Source: an optimization exercise on an open RTL-to-GDS flow (aim: small area, a short achievable clock period and few clock cycles per item). Production flows keep margins and buffers that such runs may drop. Where RTL was checked, it was by simulation tests only, not by an equivalence proof against the original. Only the layout flow was run in runs 1 and 2; the RTL was not checked for function there.

==> flow/design.v (outline; a module is shown in full before it is edited, if it fits) <==
// module CONV: 136 lines
// module conv_mac: 2812 lines
// module mac_fa: 4 lines
// module mac_ha: 4 lines
module CONV(
    input             clk,
    input             reset,
    output reg        busy,
    input             ready,
    output reg [11:0] iaddr,
    input      [19:0] idata,
    output reg        cwr,
    output reg [11:0] caddr_wr,
    output reg [19:0] cdata_wr,
    output reg        crd,
    output reg [11:0] caddr_rd,
    input      [19:0] cdata_rd,
    output     [2:0]  csel
  );
  // ...
==> flow/run.sh <==
#!/bin/bash
# synth_recipe.tcl (not shown) runs the flow's synth.tcl, then flattens the netlist and writes it again
# the make line also repeats each setting of config.mk as NAME=value (left out here)
make -C /OpenROAD-flow-scripts/flow DESIGN_CONFIG=/design/flow/config.mk WORK_HOME=/design/flow/orfs CLKGATE_MAP_FILE= SYNTH_SCRIPT=/design/flow/synth_recipe.tcl finish
==> flow/config.mk <==
export PLATFORM = sky130hd
export DESIGN_NAME = CONV
export DESIGN_NICKNAME = CONV
export VERILOG_FILES = /design/flow/design.v
export SDC_FILE = /design/flow/constraint.sdc
export NUM_CORES = 4
export LEC_CHECK = 0
export ABC_CLOCK_PERIOD_IN_PS = 3000
export CAP_MARGIN = 20
export CORE_MARGIN = 2
export CORE_UTILIZATION = 40
export PLACE_DENSITY = 0.6
export SETUP_SLACK_MARGIN = 5
export SLEW_MARGIN = 20
export SYNTH_HIERARCHICAL = 1
export SYNTH_MINIMUM_KEEP_SIZE = 0
==> flow/constraint.sdc <==
create_clock -name core_clock -period 10.0 [get_ports {clk}]
set_input_delay 2.0000 -clock core_clock [delete_from_list [all_inputs] [get_ports {clk}]]
set_output_delay 2.0000 -clock core_clock [all_outputs]
set_load 0.01 [all_outputs]
==> flow_summary.ini, run 1 <==
[final_layout]
largest_cell_class = multi-input combinational cells
layout_common_cells = fa_1 (970), dfxtp_1 (848), inv_1 (313)
inverters_excl_clock = 315
final_common_cell = fa_1
design_area_um2 = 51900
finalNetCount = 4340

[yosys]
synthSimpleGateAreaFrac = 0.0307
synth.top_cells.by_count = fa_1 (970), dfxtp_1 (848), inv_1 (314)
synth_compound_area_frac = 0.0299
syn-cell-area_um2 = 45800
yosys_most_used_dff = dfxtp_1
synth_cell_types = 75

[die]
tap_cells = 1512
rows = 124

[grt]
grt_pass1_vias = 26398
grt_pass1_wl_mm = 183
gr-usage-met2 = 0.343

[timing]
fin_skew_ns = 0.0434
final_hold_viol_count = 0

[clock_network]
clock_latency_ns = 0.70

[drt]
route.met3.wl_mm = 11.5
wl_mm = 124
num_vias = 23602

[outcome]
status = no timing/DRC/antenna violations

[flow_run]
drv_cap = 0

[critical_path]
critPathMaxStageDelay_ns = 0.61
r2r-end = cdata_wr[8]

[worst_hold_path]
min_to = sr[8][12]

[place]
routabilityCongestion = 0.989
==> run 2, diff against run 1 <==
--- a/flow/config.mk
+++ b/flow/config.mk
@@ -10,4 +10,5 @@
 export CORE_MARGIN = 2
-export CORE_UTILIZATION = 40
-export PLACE_DENSITY = 0.6
+export CORE_UTILIZATION = 60
+export CTS_BUF_LIST = sky130_fd_sc_hd__clkbuf_4 sky130_fd_sc_hd__clkbuf_8
+export PLACE_DENSITY = 0.7
 export SETUP_SLACK_MARGIN = 5
==> flow_summary.ini, run 2 <==
[critical_path]
worstPathArrival_ns = 1.93
cp.required_ns = 8.00
worst-path-buf-inv = 1
slowest_stage = clkdlybuf4s50_1
endpoint_kind = primary output
worstPathMaxFanout = 12
r2r-end = cdata_wr[11]
crit_path_start_kind = register
path_cells = clkdlybuf4s50_1
worstRegToRegCells = 12
path_class = register to primary output
r2r-start = mac.q2359
critPathMaxStageDelay_ns = 0.60
reg2reg_slack_ns = 6.43
cp_top_family = buffers and inverters

[drt]
wl_met1_mm = 50.1
via_per_inst = 5.69
drtIter0Drc = 2016
route.met3.wl_mm = 16.0
top_layer = met5
dr_wl_met2_mm = 55.4
wl_per_cell_um = 29.9
num_vias = 24403
drcViolationCount = 0
detail-route-antenna-nets = 0
dr.pass1.iters = 5
wl_mm = 128

[final_layout]
post-route-util = 0.677
final_common_cell = fa_1
layout_common_cells = fa_1 (970), dfxtp_1 (845), inv_1 (313)
finalNetCount = 4389
fin_cells = 4289
top_register = sr
design_area_um2 = 51300
syn2layout_area_growth_pct = 12.1
layout-drive-gt1-share = 0.0958
largest_reg_flops = 460

[clock_network]
clock_latency_ns = 0.83
cts_buffers = 149
clock_sinks = 930
clockBufferDepth = 3
post_cts_buffers = 0
cts_tree = done
cts_max_level = 4
cts-root-buf = clkbuf_8
postCtsHoldBufs = 0
cts_resized = 0
cts.reportedPaths.clkPinSlew_ns = 0.06

[timing]
setup_tns_ns = 0
fin_skew_ns = 0.0732
maxSlewViolCount = 0
period_share = 0.393
setup_viol = 0
layout_setup_ws_ns = 6.07
final_hold_viol_count = 0
tightest_slew_ns = 1.23
fmax_ghz = 0.255
holdWs_ns = 0.312
slew_headroom = 0.176
fin_crit_ns = 3.93
rsz0062_at_grt = no

[yosys]
ys_warn_count = 10
avgSynthCellArea_um2 = 15.4
syn-cell-area_um2 = 45800
synth-seq-area-share = 0.420
yosys_most_used_dff = dfxtp_1
syn-num-nets = 4166
synth_cell_types = 75
ys_ff_latch = 930
synth_edf_count = 40
async_flop_share = 0.0452
synth.top_cells.by_count = fa_1 (970), dfxtp_1 (848), inv_1 (314)
synthCells = 2969
synth_top_cell_by_area = fa_1
synth.top_cell.area_share = 0.424
synth_most_common_cell = fa_1
synthTopCellsByArea = fa_1 (42%), dfxtp_1 (37%), ha_1 (5.0%)

[place]
routabilityCongestion = 1.03
dp.cells = 4019
io_buffer_count = 102
placed_area_um2 = 47900
dp_slack_ns = 6.37
place.detailed.hpwl_mm = 97.7

[die]
initial_core_util = 0.604
dieArea_um2 = 78500
boundaryPins = 105
die_width_um = 280
rows = 101
dieHeight_um = 280
coreArea_um2 = 75700

[grt]
track_usage = 0.346
grt_pass1_vias = 27929
grt_max_degree = 52
grt_overflow = 0
antenna_found_initial = 8
grt_pass1_wl_mm = 188

[worst_hold_path]
hp-class = register to register
min_path_cells = 0
hold_start = sr[7][12]
min_to = sr[8][12]

[outcome]
status = no timing/DRC/antenna violations

[flow_run]
drv_cap = 0
[run 2: cell counts after synthesis]
No cell type changed its count.
[run 2: final cells by class]
class	instances	area (µm²)
Inverter	315	1180
Clock buffer	232	2870
Clock inverter	37	543
Tap cell	978	1220
Timing Repair Buffer	110	1090
Antenna cell	1	2.50
Multi-Input combinational cell	1686	25100
Fill cell	5210	24400
Sequential cell	930	19200
[run 2: cell families after synthesis]
kind of cell,share of synthesized area
buf+inv,0.0306
compound gates,0.0299
mux,0.00487
flops,0.420
simple gates,0.0307
fa+ha+maj,0.475
xor+xnor,0.00881
other cells,0.000164
[run 2: worst max path at each step]
stage,start,end,slack (ns),depth (start not counted)
CTS,s_run,busy,6.03,1
floorplan,acc_a[5],acc_a[0],6.90,8
finish,s_run,busy,6.07,1
global placement,acc_b[19],cdata_wr[17],6.14,8
global route,s_run,busy,5.99,1
detailed placement,mac.q2359,cdata_wr[15],6.37,12
[run 2: modules after synthesis, one instance, submodules excluded]
module    area [µm²]  cells
CONV           17000   1211
mac_ha          12.5      1
conv_mac        9080    764
mac_fa          20.0      1
[run 2: metal layers]
metal | GRT usage | vias up
met3 | 0.145 | 400
met2 | 0.504 | 1348
met5 | 0 | -
li1 | - | 9878
met4 | 0.163 | 2
met1 | 0.454 | 12775
[run 2: worst reg2reg max path, stage by stage, from the launching register on]
cell,delay [ns]
dfxtp_1,0.30
ha_1,0.31
nand4_1,0.08
or3_1,0.35
a211o_1,0.40
a21oi_2,0.44
o21a_2,0.23
a211o_1,0.18
a211oi_2,0.09
xnor2_1,0.14
inv_1,0.61
a31oi_1,0.20
o2111ai_1,0.15
==> module CONV, before the edit <==
module CONV(
    input             clk,
    input             reset,
    output reg        busy,
    input             ready,
    output reg [11:0] iaddr,
    input      [19:0] idata,
    output reg        cwr,
    output reg [11:0] caddr_wr,
    output reg [19:0] cdata_wr,
    output reg        crd,
    output reg [11:0] caddr_rd,
    input      [19:0] cdata_rd,
    output     [2:0]  csel
  );
reg        s_pre, w_pre;
reg  [3:0] s_b, w_b;
reg  [6:0] s_j, w_j;
reg  [3:0] s_ph, w_ph;
reg        s_run, w_run;
localparam MACLAT = 2;    
reg  [MACLAT+1:0] w_dly;
reg        done;
reg  [3:0] c_ph;       
wire s_last = (s_ph == 4'd9);
always @(posedge clk or posedge reset) begin
  if (reset) begin
    s_pre <= 1'b1; s_b <= 4'd0; s_j <= 7'd0; s_ph <= 4'd0;
  end else if (s_run) begin
    s_ph <= s_last ? 4'd0 : s_ph + 4'd1;
    if (s_last) begin
      if (s_pre) s_pre <= 1'b0;
      else if (s_j == 7'd64) begin s_j <= 7'd0; s_b <= s_b + 4'd1; end
      else s_j <= s_j + 7'd1;
    end
  end
end
wire w_last = (w_ph == 4'd9);
always @(posedge clk or posedge reset) begin
  if (reset) begin
    w_pre <= 1'b1; w_b <= 4'd0; w_j <= 7'd0; w_ph <= 4'd0;
  end else if (w_run) begin
    w_ph <= w_last ? 4'd0 : w_ph + 4'd1;
    if (w_last) begin
      if (w_pre) w_pre <= 1'b0;
      else if (w_j == 7'd64) begin w_j <= 7'd0; w_b <= w_b + 4'd1; end
      else w_j <= w_j + 7'd1;
    end
  end
end
wire w_end = (w_b == 4'd8) && (w_j == 7'd2) && (w_ph == 4'd2);
always @(posedge clk or posedge reset) begin
  if (reset) begin
    busy <= 1'b0; done <= 1'b0; s_run <= 1'b0; w_run <= 1'b0; w_dly <= 0;
  end else begin
    w_dly <= {w_dly[MACLAT:0], 1'b0};
    if (ready && !busy && !done) begin
      busy <= 1'b1; s_run <= 1'b1; w_dly[0] <= 1'b1;
    end
    if (w_dly[MACLAT+1]) w_run <= 1'b1;
    if (w_run && w_end) begin
      busy <= 1'b0; done <= 1'b1; s_run <= 1'b0; w_run <= 1'b0;
    end
  end
end
wire [5:0] s_row = {s_b[2:0], 3'b000} + {2'b00, s_ph} - 6'd1;
wire s_zero = s_pre || (s_j == 7'd64) || (s_b[3]) ||
              (s_b[2:0] == 3'd0 && s_ph == 4'd0) || (s_b[2:0] == 3'd7 && s_ph == 4'd9);
reg zero_q;
always @(posedge clk) begin
  iaddr  <= {s_row, s_j[5:0]};
  zero_q <= s_zero;
end
reg [19:0] sr [0:22];
integer k;
always @(posedge clk) begin
  sr[0] <= zero_q ? 20'd0 : idata;
  for (k = 1; k < 23; k = k + 1) sr[k] <= sr[k-1];
end
wire        m_neg;
wire [19:0] m_val;
conv_mac mac(
  .clk(clk),
  .p0(sr[22]), .p1(sr[12]), .p2(sr[2]),
  .p3(sr[21]), .p4(sr[11]), .p5(sr[1]),
  .p6(sr[20]), .p7(sr[10]), .p8(sr[0]),
  .neg(m_neg), .val(m_val)
);
wire [19:0] l0_word = m_neg ? 20'd0 : m_val;
wire [6:0] w_jm3 = w_j - 7'd3;
wire       p_valid = !w_pre && ((w_j >= 7'd3) ? !w_b[3] : (w_j != 7'd2 && w_b != 4'd0));
wire [2:0] p_b     = (w_j >= 7'd3) ? w_b[2:0] : w_b[2:0] - 3'd1;
wire [4:0] p_c     = (w_j >= 7'd3) ? w_jm3[5:1] : 5'd31;
wire       p_h     = (w_j >= 7'd3) ? w_jm3[0] : w_j[0];
wire [6:0] w_jm4 = w_j - 7'd4;
wire       q_valid = !w_pre && ((w_j >= 7'd4) ? !w_b[3] : (w_j != 7'd3 && w_b != 4'd0));
wire [2:0] q_b     = (w_j >= 7'd4) ? w_b[2:0] : w_b[2:0] - 3'd1;
wire [4:0] q_c     = (w_j >= 7'd4) ? w_jm4[5:1] : (w_j == 7'd0 ? 5'd30 : 5'd31);
wire       q_h     = (w_j >= 7'd4) ? w_jm4[0] : (w_j == 7'd0 ? 1'b1 : w_j[1]);
wire [3:0] w_s  = w_ph - 4'd2;
wire       v0   = !w_pre && !w_b[3] && (w_ph >= 4'd2) && (w_j != 7'd0);
wire       v1   = q_valid && (w_ph <= 4'd1);
wire       vrd  = p_valid && (w_ph >= 4'd2);
reg  [19:0] rdq, acc_a, acc_b;
wire [19:0] max_a = (rdq > acc_a) ? rdq : acc_a;
wire [19:0] max_b = (rdq > acc_b) ? rdq : acc_b;
always @(posedge clk) begin
  rdq  <= cdata_rd;
  c_ph <= w_ph;
  if (c_ph == 4'd3) acc_a <= rdq;
  else if (c_ph >= 4'd4 && c_ph <= 4'd6) acc_a <= max_a;
  if (c_ph == 4'd7) acc_b <= rdq;
  else if (c_ph >= 4'd8) acc_b <= max_b;
end
reg cwr_l1;
assign csel = {1'b0, cwr_l1, 1'b1};
always @(posedge clk or posedge reset) begin
  if (reset) begin
    cwr <= 1'b0; crd <= 1'b0; cwr_l1 <= 1'b0;
  end else begin
    cwr    <= w_run && (v0 || v1);
    crd    <= w_run && vrd;
    cwr_l1 <= w_run && v1;
  end
end
always @(posedge clk) begin
  caddr_rd <= {p_b, p_h, w_s[2], w_s[1], p_c, w_s[0]};
  if (v0) begin
    caddr_wr <= {w_b[2:0], w_s[2:0], w_j[5:0] - 6'd1};
    cdata_wr <= l0_word;
  end else begin
    caddr_wr <= {2'b00, q_b, q_h, w_ph[0], q_c};
    cdata_wr <= w_ph[0] ? max_b : acc_a;
  end
end
endmodule
==> run 3, diff against run 2 <==
--- a/flow/design.v
+++ b/flow/design.v
@@ -22,5 +22,3 @@
 localparam MACLAT = 2;    
-reg  [MACLAT+1:0] w_dly;
-reg        done;
-reg  [3:0] c_ph;       
+reg  [MACLAT+2:0] w_dly;
 wire s_last = (s_ph == 4'd9);
@@ -52,13 +50,16 @@
 wire w_end = (w_b == 4'd8) && (w_j == 7'd2) && (w_ph == 4'd2);
+wire s_end = s_b[3];
+reg idle;
 always @(posedge clk or posedge reset) begin
   if (reset) begin
-    busy <= 1'b0; done <= 1'b0; s_run <= 1'b0; w_run <= 1'b0; w_dly <= 0;
+    busy <= 1'b0; idle <= 1'b1; s_run <= 1'b0; w_run <= 1'b0; w_dly <= 0;
   end else begin
-    w_dly <= {w_dly[MACLAT:0], 1'b0};
-    if (ready && !busy && !done) begin
-      busy <= 1'b1; s_run <= 1'b1; w_dly[0] <= 1'b1;
+    w_dly <= {w_dly[MACLAT+1:0], 1'b0};
+    if (ready && idle) begin
+      busy <= 1'b1; idle <= 1'b0; s_run <= 1'b1; w_dly[0] <= 1'b1;
     end
-    if (w_dly[MACLAT+1]) w_run <= 1'b1;
+    if (w_dly[MACLAT+2]) w_run <= 1'b1;
+    if (s_end) s_run <= 1'b0;
     if (w_run && w_end) begin
-      busy <= 1'b0; done <= 1'b1; s_run <= 1'b0; w_run <= 1'b0;
+      busy <= 1'b0; w_run <= 1'b0;
     end
@@ -89,3 +90,9 @@
 );
-wire [19:0] l0_word = m_neg ? 20'd0 : m_val;
+reg         l0_neg;
+reg  [19:0] l0_val;
+always @(posedge clk) begin
+  l0_neg <= m_neg;
+  l0_val <= m_val;
+end
+wire [19:0] l0_word = l0_neg ? 20'd0 : l0_val;
 wire [6:0] w_jm3 = w_j - 7'd3;
@@ -105,2 +112,3 @@
 reg  [19:0] rdq, acc_a, acc_b;
+reg         a_ld, a_mx, b_ld, b_mx;
 wire [19:0] max_a = (rdq > acc_a) ? rdq : acc_a;
@@ -109,7 +117,10 @@
   rdq  <= cdata_rd;
-  c_ph <= w_ph;
-  if (c_ph == 4'd3) acc_a <= rdq;
-  else if (c_ph >= 4'd4 && c_ph <= 4'd6) acc_a <= max_a;
-  if (c_ph == 4'd7) acc_b <= rdq;
-  else if (c_ph >= 4'd8) acc_b <= max_b;
+  a_ld <= (w_ph == 4'd3);
+  a_mx <= (w_ph >= 4'd4 && w_ph <= 4'd6);
+  b_ld <= (w_ph == 4'd7);
+  b_mx <= (w_ph >= 4'd8);
+  if (a_ld) acc_a <= rdq;
+  else if (a_mx) acc_a <= max_a;
+  if (b_ld) acc_b <= rdq;
+  else if (b_mx) acc_b <= max_b;
 end
==> flow/flow/run.sh (new file) <==
#!/bin/bash
set -euo pipefail
export BUFFER_PORTS_ARGS="-buffer_cell sky130_fd_sc_hd__buf_2"
export SETUP_SLACK_MARGIN=6.7
bash standard.sh > standard.log 2>&1
==> flow/standard.sh (new file) <==
#!/bin/bash
# synth_recipe.tcl (not shown) runs the flow's synth.tcl, then flattens the netlist and writes it again
# the make line also repeats each setting of config.mk as NAME=value (left out here)
make -C /OpenROAD-flow-scripts/flow DESIGN_CONFIG=/design/flow/config.mk WORK_HOME=/design/flow/orfs CLKGATE_MAP_FILE= SYNTH_SCRIPT=/design/flow/synth_recipe.tcl "${@:-finish}"
--- a/flow/config.mk
+++ b/flow/config.mk
@@ -10,6 +10,4 @@
 export CORE_MARGIN = 2
-export CORE_UTILIZATION = 60
-export CTS_BUF_LIST = sky130_fd_sc_hd__clkbuf_4 sky130_fd_sc_hd__clkbuf_8
-export PLACE_DENSITY = 0.7
-export SETUP_SLACK_MARGIN = 5
+export CORE_UTILIZATION = 40
+export PLACE_DENSITY = 0.6
 export SLEW_MARGIN = 20
removed: flow/run.sh
==> flow_summary.ini, run 3 <==
[place]
place.detailed.hpwl_mm = 99.8
routabilityCongestion = 0.986
dp_slack_ns = 6.58
io_buffer_count = 102

[yosys]
synth_cell_types = 75
synth.top_cells.by_count = fa_1 (970), dfxtp_1 (870), inv_1 (291)
synthCells = 3050
syn-num-nets = 4247
synthTopCellsByArea = fa_1 (42%), dfxtp_1 (37%), ha_1 (4.9%)
synth_most_common_cell = fa_1
ys_warn_count = 10
yosys_most_used_dff = dfxtp_1
synth.top_cell.area_share = 0.416
synth-seq-area-share = 0.423
async_flop_share = 0.0461
synth_edf_count = 40
synth_top_cell_by_area = fa_1
ys_ff_latch = 954
syn-cell-area_um2 = 46600
avgSynthCellArea_um2 = 15.3

[final_layout]
fill_cells = 10156
finalNetCount = 4412
layout-drive-gt1-share = 0.104
syn2layout_area_growth_pct = 12.3
largest_reg_flops = 460
layout_common_cells = fa_1 (970), dfxtp_1 (852), inv_1 (290)
top_register = sr
final_common_cell = fa_1

[timing]
holdWs_ns = 0.280
slew_headroom = 0.271
fin_skew_ns = 0.0687
setup_tns_ns = 0
period_share = 0.330
final_hold_viol_count = 0
tightest_slew_ns = 1.09
layout_setup_ws_ns = 6.70
fmax_ghz = 0.303
maxSlewViolCount = 0
fin_crit_ns = 3.30
setup_viol = 0
rsz0062_at_grt = no

[die]
rows = 125
dieHeight_um = 345
boundaryPins = 105
coreArea_um2 = 116000
initial_core_util = 0.402
dieArea_um2 = 119000
die_width_um = 345

[critical_path]
slowest_stage = dfxtp_1
path_cells = fa_1, fa_1, fa_1, fa_1
crit_path_start_kind = register
critPathMaxStageDelay_ns = 0.95
cp.required_ns = 10.52
endpoint_kind = register
path_class = register to register
path_common_cell = fa_1
worstPathMaxFanout = 8
worstPathArrival_ns = 3.83

[worst_hold_path]
hp-class = register to register

[grt]
track_usage = 0.223
grt_pass1_vias = 26889
antenna_found_initial = 10
grt_overflow = 0
grt_pass1_wl_mm = 190
grt_max_degree = 45

[drt]
num_vias = 24351
via_per_inst = 5.05
dr.pass1.iters = 5
drtIter0Drc = 2025
wl_mm = 129
wl_per_cell_um = 26.8
detail-route-antenna-nets = 0
drcViolationCount = 0

[clock_network]
clock_sinks = 954
cts_tree = done
cts.reportedPaths.clkPinSlew_ns = 0.06
clockBufferDepth = 3
cts-root-buf = clkbuf_16
cts_max_level = 3
cts_buffers = 99
clock_latency_ns = 0.71

[flow_run]
drv_cap = 0

[outcome]
status = no timing/DRC/antenna violations
==> run 3: cell types whose count changed in the layout (fill, tap and decap cells not counted), sizes merged, moves of 24 or more <==
| cell | change |
|---|---|
| o31ai | +24 |
| nand3 | +61 |
| buf | +110 |
| nand2 | -25 |
| clkbuf | -96 |
| nor2 | +29 |
| inv | -26 |
| clkdlybuf4s50 | -102 |
==> run 3: through the flow <==
step / instance area [µm²] / cells / util
floorplan: 46600 / 3050 / -
global placement: 48900 / 4632 / 0.422
detailed placement: 48900 / 4632 / 0.422
CTS: 52300 / 4817 / 0.451
global route: 52400 / 4822 / 0.452
finish: 52400 / 4823 / 0.452
==> run 3: per-layer routing <==
layer / up-vias / global-route usage / share of wire
met5: - / 0 / 0.00019
met4: 4 / 0.104 / 0.050
met3: 333 / 0.0598 / 0.093
met2: 1148 / 0.332 / 0.43
met1: 12773 / 0.305 / 0.42
li1: 10093 / - / -
==> run 3: final timing paths <==
check / depth (start not counted) / from / end / slack [ns]
worst max register to register: 4 / sr[20][14] / mac.r1797 / 6.70
worst min register to register: 0 / sr[19][0] / sr[20][0] / 0.28
max in group asynchronous: 2 / reset / w_b[2] / 8.10
worst max-delay path: 4 / sr[20][14] / mac.r1797 / 6.70
worst min-delay path: 0 / sr[19][0] / sr[20][0] / 0.28
min in group asynchronous: 2 / reset / s_ph[1] / 1.43
==> run 3: kinds of logic after synthesis <==
group,synth area share
AOI/OAI and AO/OA,0.0363
xor gates and xnor gates,0.00902
adders and majority gates,0.466
buffers and inverters,0.0297
DFF,0.423
muxes,0.000778
other,0.000161
and+or+nand+nor,0.0354
==> run 3: timing repair <==
action / CTS / global route
buffers inserted: 0 / 5
cloned: 1 / 0
gates resized for setup: 10 / 12
hold buffers: 0 / 0
setup endpoints to repair: 29 / 44
pin swaps: 1 / 2
==> run 3: cell type report <==
| class | instances | area (µm²) | share of cell area |
|---|---|---|---|
| well taps | 1524 | 1910 | 0.0364 |
| clock buffers | 136 | 2880 | 0.0550 |
| clock inverters | 48 | 532 | 0.0102 |
| inverters | 292 | 1100 | 0.0209 |
| flip-flops and latches | 954 | 19700 | 0.377 |
| diodes | 1 | 2.50 | 0.0000478 |
| repair buffers | 118 | 643 | 0.0123 |
| multi-input cells | 1750 | 25600 | 0.488 |
==> run 3: critical path, delay by kind of cell, from the launching register on <==
kind / cells / cell delay, ns
adder cells (fa/ha/maj): 4 / 2.18
flip-flops: 1 / 0.95
==> run 3: Yosys stat by module, one instance, submodules excluded <==
module | cells inside | flops+latches | cell area [µm²] | copies in the design
CONV | 1292 | 646 | 17800 | 1
conv_mac | 764 | 308 | 9080 | 1
mac_fa | 1 | 0 | 20.0 | 969
mac_ha | 1 | 0 | 12.5 | 25
Testbench counts of run 3, summed over its fixed seeds: cycles 41,912, images 8.
==> run 4, diff against run 3 <==
--- a/flow/config.mk
+++ b/flow/config.mk
@@ -10,4 +10,6 @@
 export CORE_MARGIN = 2
-export CORE_UTILIZATION = 40
-export PLACE_DENSITY = 0.6
+export CORE_UTILIZATION = 65
+export CTS_CLUSTER_DIAMETER = 100
+export CTS_CLUSTER_SIZE = 30
+export PLACE_DENSITY = 0.75
 export SLEW_MARGIN = 20
==> flow_summary.ini, run 4 <==
[critical_path]
endpoint_kind = register
worstPathMaxFanout = 8
crit_path_start_kind = register
cp.required_ns = 10.50
worstPathArrival_ns = 3.85
path_class = register to register

[place]
place.detailed.hpwl_mm = 101
routabilityCongestion = 1.04
io_buffer_count = 102

[yosys]
synthSimpleGateAreaFrac = 0.0354
synth_edf_count = 40
ys_warn_count = 10
synth_compound_area_frac = 0.0363
yosys_most_used_dff = dfxtp_1
synth_most_common_cell = fa_1
async_flop_share = 0.0461
synth_cell_types = 75
synthXorXnorAreaFrac = 0.00902
synth_top_family_by_area = adder cells
synth_mux_area_frac = 0.000778
synth-seq-area-share = 0.423
ys_ff_latch = 954
synth.top_cell.area_share = 0.416
synthCells = 3050
synth.top_cells.by_count = fa_1 (970), dfxtp_1 (870), inv_1 (291)
synthTopCellsByArea = fa_1 (42%), dfxtp_1 (37%), ha_1 (4.9%)
synth_fa_ha_area_frac = 0.466
syn-num-nets = 4247
synth_top_cell_by_area = fa_1
avgSynthCellArea_um2 = 15.3
syn-cell-area_um2 = 46600

[timing]
maxSlewViolCount = 0
setup_tns_ns = 0
fmax_ghz = 0.299
slew_headroom = 0.231
fin_skew_ns = 0.0550
setup_viol = 0
rsz0062_at_grt = no
period_share = 0.334
tightest_slew_ns = 1.15
final_hold_viol_count = 0
fin_crit_ns = 3.34

[worst_hold_path]
hp-class = register to register

[clock_network]
cts_max_level = 2
clockBufferDepth = 3
cts-root-buf = clkbuf_16
cts.reportedPaths.clkPinSlew_ns = 0.12
cts_tree = done
clock_sinks = 954
clock_latency_ns = 0.65
cts_buffers = 43

[final_layout]
top_register = sr
final_common_cell = fa_1
largest_reg_flops = 460
syn2layout_area_growth_pct = 6.79
layout-drive-gt1-share = 0.0791
layout_common_cells = fa_1 (970), dfxtp_1 (852), inv_1 (290)
finalNetCount = 4372
fill_cells = 4642

[grt]
grt_max_degree = 45
antenna_found_initial = 4
grt_pass1_wl_mm = 192
grt_overflow = 0
grt_pass1_vias = 28084
track_usage = 0.375

[die]
dieHeight_um = 272
die_width_um = 272
rows = 98
coreArea_um2 = 71200
boundaryPins = 105
dieArea_um2 = 73900
initial_core_util = 0.655

[drt]
wl_mm = 132
drtIter0Drc = 2624
wl_per_cell_um = 31.9
num_vias = 24926
detail-route-antenna-nets = 0
dr.pass1.iters = 6
via_per_inst = 6.01
drcViolationCount = 0

[outcome]
status = no timing/DRC/antenna violations

[flow_run]
drv_cap = 0
run 4: per-module statistics from Yosys, one instance, submodules excluded:
module,cell area (µm²),times used
mac_fa,20.0,969
CONV,17800,1
mac_ha,12.5,25
conv_mac,9080,1
run 4: per-stage QoR:
| stage | util | setup slack, ns | area (µm²) | hold slack, ns | cells |
|---|---|---|---|---|---|
| finish | 0.699 | 6.66 | 49800 | 0.316 | 4149 |
| global route | 0.699 | 6.70 | 49800 | 0.308 | 4148 |
| CTS | 0.698 | 6.71 | 49700 | 0.320 | 4144 |
| detailed placement | 0.677 | 6.39 | 48200 | 0.312 | 4066 |
| global placement | 0.677 | 6.39 | 48200 | 0.310 | 4066 |
| floorplan | - | 6.97 | 46600 | 0.310 | 3050 |
run 4: worst max-delay path, cell delays in order, from the launching register on:
cell     delay [ns]
dfxtp_1        1.04
fa_1           0.58
fa_1           0.52
fa_1           0.61
fa_1           0.43
run 4: layout make-up:
type / count / area, µm² / share of cell area
Antenna cell: 1 / 2.50 / 0.0000503
Timing Repair Buffer: 133 / 743 / 0.0149
Clock inverter: 16 / 273 / 0.00548
Sequential cell: 954 / 19700 / 0.396
Multi-Input combinational cell: 1751 / 25600 / 0.514
Clock buffer: 52 / 1150 / 0.0231
Tap cell: 950 / 1190 / 0.0239
Inverter: 292 / 1100 / 0.0221
run 4: layer usage:
layer	up-vias	track usage	wire, µm
met4	4	0.149	6700
met1	13183	0.494	49700
met5	-	0	33
li1	9918	-	-
met3	350	0.136	16000
met2	1471	0.574	59900
run 4: logic make-up (layout without fill, tap and decap cells):
family,count (synthesis),after routing
DFF,954,954
AOI/OAI and AO/OA,233,235
and+or+nand+nor,309,309
buffers and inverters,347,493
muxes,3,3
other,2,3
adders and majority gates,1154,1154
xor gates and xnor gates,48,48
run 4: final timing paths:
check	start	to	slack [ns]	depth (start not counted)
max in group asynchronous	reset	w_ph[1]	7.85	2
min	sr[16][18]	sr[17][18]	0.32	0
min in group asynchronous	reset	s_j[1]	1.58	2
min reg2reg	sr[16][18]	sr[17][18]	0.32	0
max reg2reg	sr[2][2]	mac.r1726	6.66	4
max	sr[2][2]	mac.r1726	6.66	4
run 4: timing repair:
action / CTS / global route
cloned: 2 / 0
pin swaps: 4 / 1
setup endpoints to repair: 25 / 35
buffers inserted: 8 / 4
resized for setup: 8 / 14
hold buffers: 0 / 0
==> run 5, diff against run 4 <==
--- a/flow/config.mk
+++ b/flow/config.mk
@@ -10,6 +10,6 @@
 export CORE_MARGIN = 2
-export CORE_UTILIZATION = 65
-export CTS_CLUSTER_DIAMETER = 100
-export CTS_CLUSTER_SIZE = 30
-export PLACE_DENSITY = 0.75
+export CORE_UTILIZATION = 55
+export CTS_CLUSTER_DIAMETER = 80
+export CTS_CLUSTER_SIZE = 20
+export PLACE_DENSITY = 0.7
 export SLEW_MARGIN = 20
==> flow_summary.ini, run 5 <==
[grt]
grt_pass1_vias = 27755
track_usage = 0.326
antenna_found_initial = 13
grt_pass1_wl_mm = 196
grt_overflow = 0
grt_max_degree = 52

[die]
boundaryPins = 105
dieArea_um2 = 87100
rows = 106
coreArea_um2 = 83800
initial_core_util = 0.556
die_width_um = 295
dieHeight_um = 295

[drt]
wl_per_cell_um = 31.0
dr.pass1.iters = 5
num_vias = 24628
detail-route-antenna-nets = 0
drcViolationCount = 0
wl_mm = 135
drtIter0Drc = 2091
via_per_inst = 5.66

[timing]
fmax_ghz = 0.301
setup_tns_ns = 0
setup_viol = 0
final_hold_viol_count = 0
fin_crit_ns = 3.32
rsz0062_at_grt = yes
layout_setup_ws_ns = 6.68
fin_skew_ns = 0.0956
slew_headroom = 0.288
maxSlewViolCount = 0
tightest_slew_ns = 1.07
period_share = 0.332

[worst_hold_path]
hp-class = register to register
min_path_cells = 0
hold_start = sr[7][13]
min_to = sr[8][13]

[yosys]
synth_fa_ha_area_frac = 0.466
synth_most_common_cell = fa_1
synth_edf_count = 40
synth_cell_types = 75
synthCells = 3050
ys_warn_count = 10
synth-seq-area-share = 0.423
syn-num-nets = 4247
ys_ff_latch = 954
synth_compound_area_frac = 0.0363
synthSimpleGateAreaFrac = 0.0354
synth.top_cell.area_share = 0.416
synthTopCellsByArea = fa_1 (42%), dfxtp_1 (37%), ha_1 (4.9%)
synthXorXnorAreaFrac = 0.00902
avgSynthCellArea_um2 = 15.3
synth.top_cells.by_count = fa_1 (970), dfxtp_1 (870), inv_1 (291)
synth_top_cell_by_area = fa_1
synth_top_family_by_area = adder cells
async_flop_share = 0.0461
syn-cell-area_um2 = 46600
synth_mux_area_frac = 0.000778
yosys_most_used_dff = dfxtp_1

[place]
dp_slack_ns = 6.35
io_buffer_count = 102
routabilityCongestion = 0.977
place.detailed.hpwl_mm = 103

[critical_path]
endpoint_kind = register
cp.required_ns = 10.51
path_class = register to register
r2r-start = sr[0][13]
worstPathArrival_ns = 3.82
worstRegToRegCells = 5
reg2reg_slack_ns = 6.68
crit_path_start_kind = register
worstPathMaxFanout = 6
r2r-end = mac.r1906

[final_layout]
syn2layout_area_growth_pct = 8.11
finalNetCount = 4382
largest_reg_flops = 460
post-route-util = 0.601
layout_common_cells = fa_1 (970), dfxtp_1 (835), inv_1 (290)
top_register = sr
layout-drive-gt1-share = 0.0875
final_common_cell = fa_1

[clock_network]
cts_max_level = 2
clockBufferDepth = 3
cts-root-buf = clkbuf_16
cts.reportedPaths.clkPinSlew_ns = 0.08
cts_tree = done
clock_sinks = 954
cts_buffers = 60
clock_latency_ns = 0.71
postCtsHoldBufs = 0

[outcome]
status = no timing/DRC/antenna violations

[flow_run]
drv_cap = 0
[run 5: metrics by stage]
stage          instances  cell area [µm²]  hold slack, ns
3_3_place_gp        4247            48400           0.309
2_1_floorplan       3050            46600           0.310
3_5_place_dp        4247            48400           0.312
6_report            4348            50400           0.320
4_1_cts             4347            50400           0.322
5_1_grt             4348            50400           0.330
[run 5: worst max path at each step]
stage	start	endpoint	cells past startpoint
final	sr[0][13]	mac.r1906	5
after global routing	sr[12][18]	mac.r1906	5
after CTS	rdq[14]	cdata_wr[19]	7
after detailed placement	w_j[2]	cdata_wr[19]	7
after global placement	w_j[2]	cdata_wr[14]	7
after floorplan	reset	busy	1
[run 5: cells by family after synthesis]
| logic type | count (synthesis) |
|---|---|
| AND/OR/NAND/NOR | 309 |
| XOR/XNOR | 48 |
| flip-flops | 954 |
| other | 2 |
| multiplexers | 3 |
| buffers and inverters | 347 |
| AO/OA/AOI/OAI | 233 |
| adder cells (fa/ha/maj) | 1154 |
[run 5: critical path, cell delays in order (launching register included)]
cell     delay, ns
dfxtp_1       0.90
inv_1         0.38
ha_1          0.42
fa_1          0.42
fa_1          0.58
fa_1          0.42
[run 5: area by class of cell]
type	instances	area, µm²
Clock buffer	70	1550
Multi-Input combinational cell	1751	25600
Antenna cell	1	2.50
Clock inverter	20	282
Timing Repair Buffer	126	703
Inverter	292	1100
Sequential cell	954	19800
Fill cell	6478	33400
Tap cell	1134	1420
[run 5: modules after synthesis (local to each module, per instance)]
| module | cells inside | copies in the design | area, µm² |
|---|---|---|---|
| CONV | 1292 | 1 | 17800 |
| mac_ha | 1 | 25 | 12.5 |
| conv_mac | 764 | 1 | 9080 |
| mac_fa | 1 | 969 | 20.0 |
[run 5: what timing repair did]
item,4_1_cts,5_1_grt
resized for setup,25,13
hold endpoints to repair,0,0
setup endpoints to repair,62,25
buffers inserted,8,0
gates cloned,2,0
pin swaps,4,0
[run 5: layer usage]
| layer | vias up | track usage | routed length, µm |
|---|---|---|---|
| li1 | 9957 | - | - |
| met1 | 13151 | 0.442 | 53700 |
| met2 | 1195 | 0.510 | 61500 |
| met3 | 325 | 0.0725 | 11800 |
| met4 | 0 | 0.145 | 7510 |
| met5 | - | 0 | 0 |

==> separate check: timing with driven ports <==
No port has a modelled driver above. Below, the same layouts with a new extraction and two added sets of constraints.
Step 1: set_driving_cell puts a clkbuf_16 on clk and a buf_2 on each other input, an assumption about the parent block.
Step 2, shift: input delay + t, output delay - t, t = (earliest + latest rising clock arrival at the registers) / 2. This alone moves slack from input paths to output paths.
Three values: ideal, step 1, step 2; two values: the first two.
run | shift t [ns] | setup WS [ns] | worst data-port slew with drivers (ns) | cell pins on the clock port's net
run 1 | 0.748 | 6.142 / 6.071 / 6.449 | 0.07 | 1
run 2 | 0.857 | 6.075 / 6.016 / 6.427 | 0.05 | 1
run 3 | 0.740 | 6.698 / 6.698 / 6.698 | 0.08 | 1
run 4 | 0.693 | 6.657 / 6.657 / 6.657 | 0.04 | 1
run 5 | 0.734 | 6.683 / 6.683 / 6.683 | 0.04 | 1
After both steps every run listed still meets setup and hold.
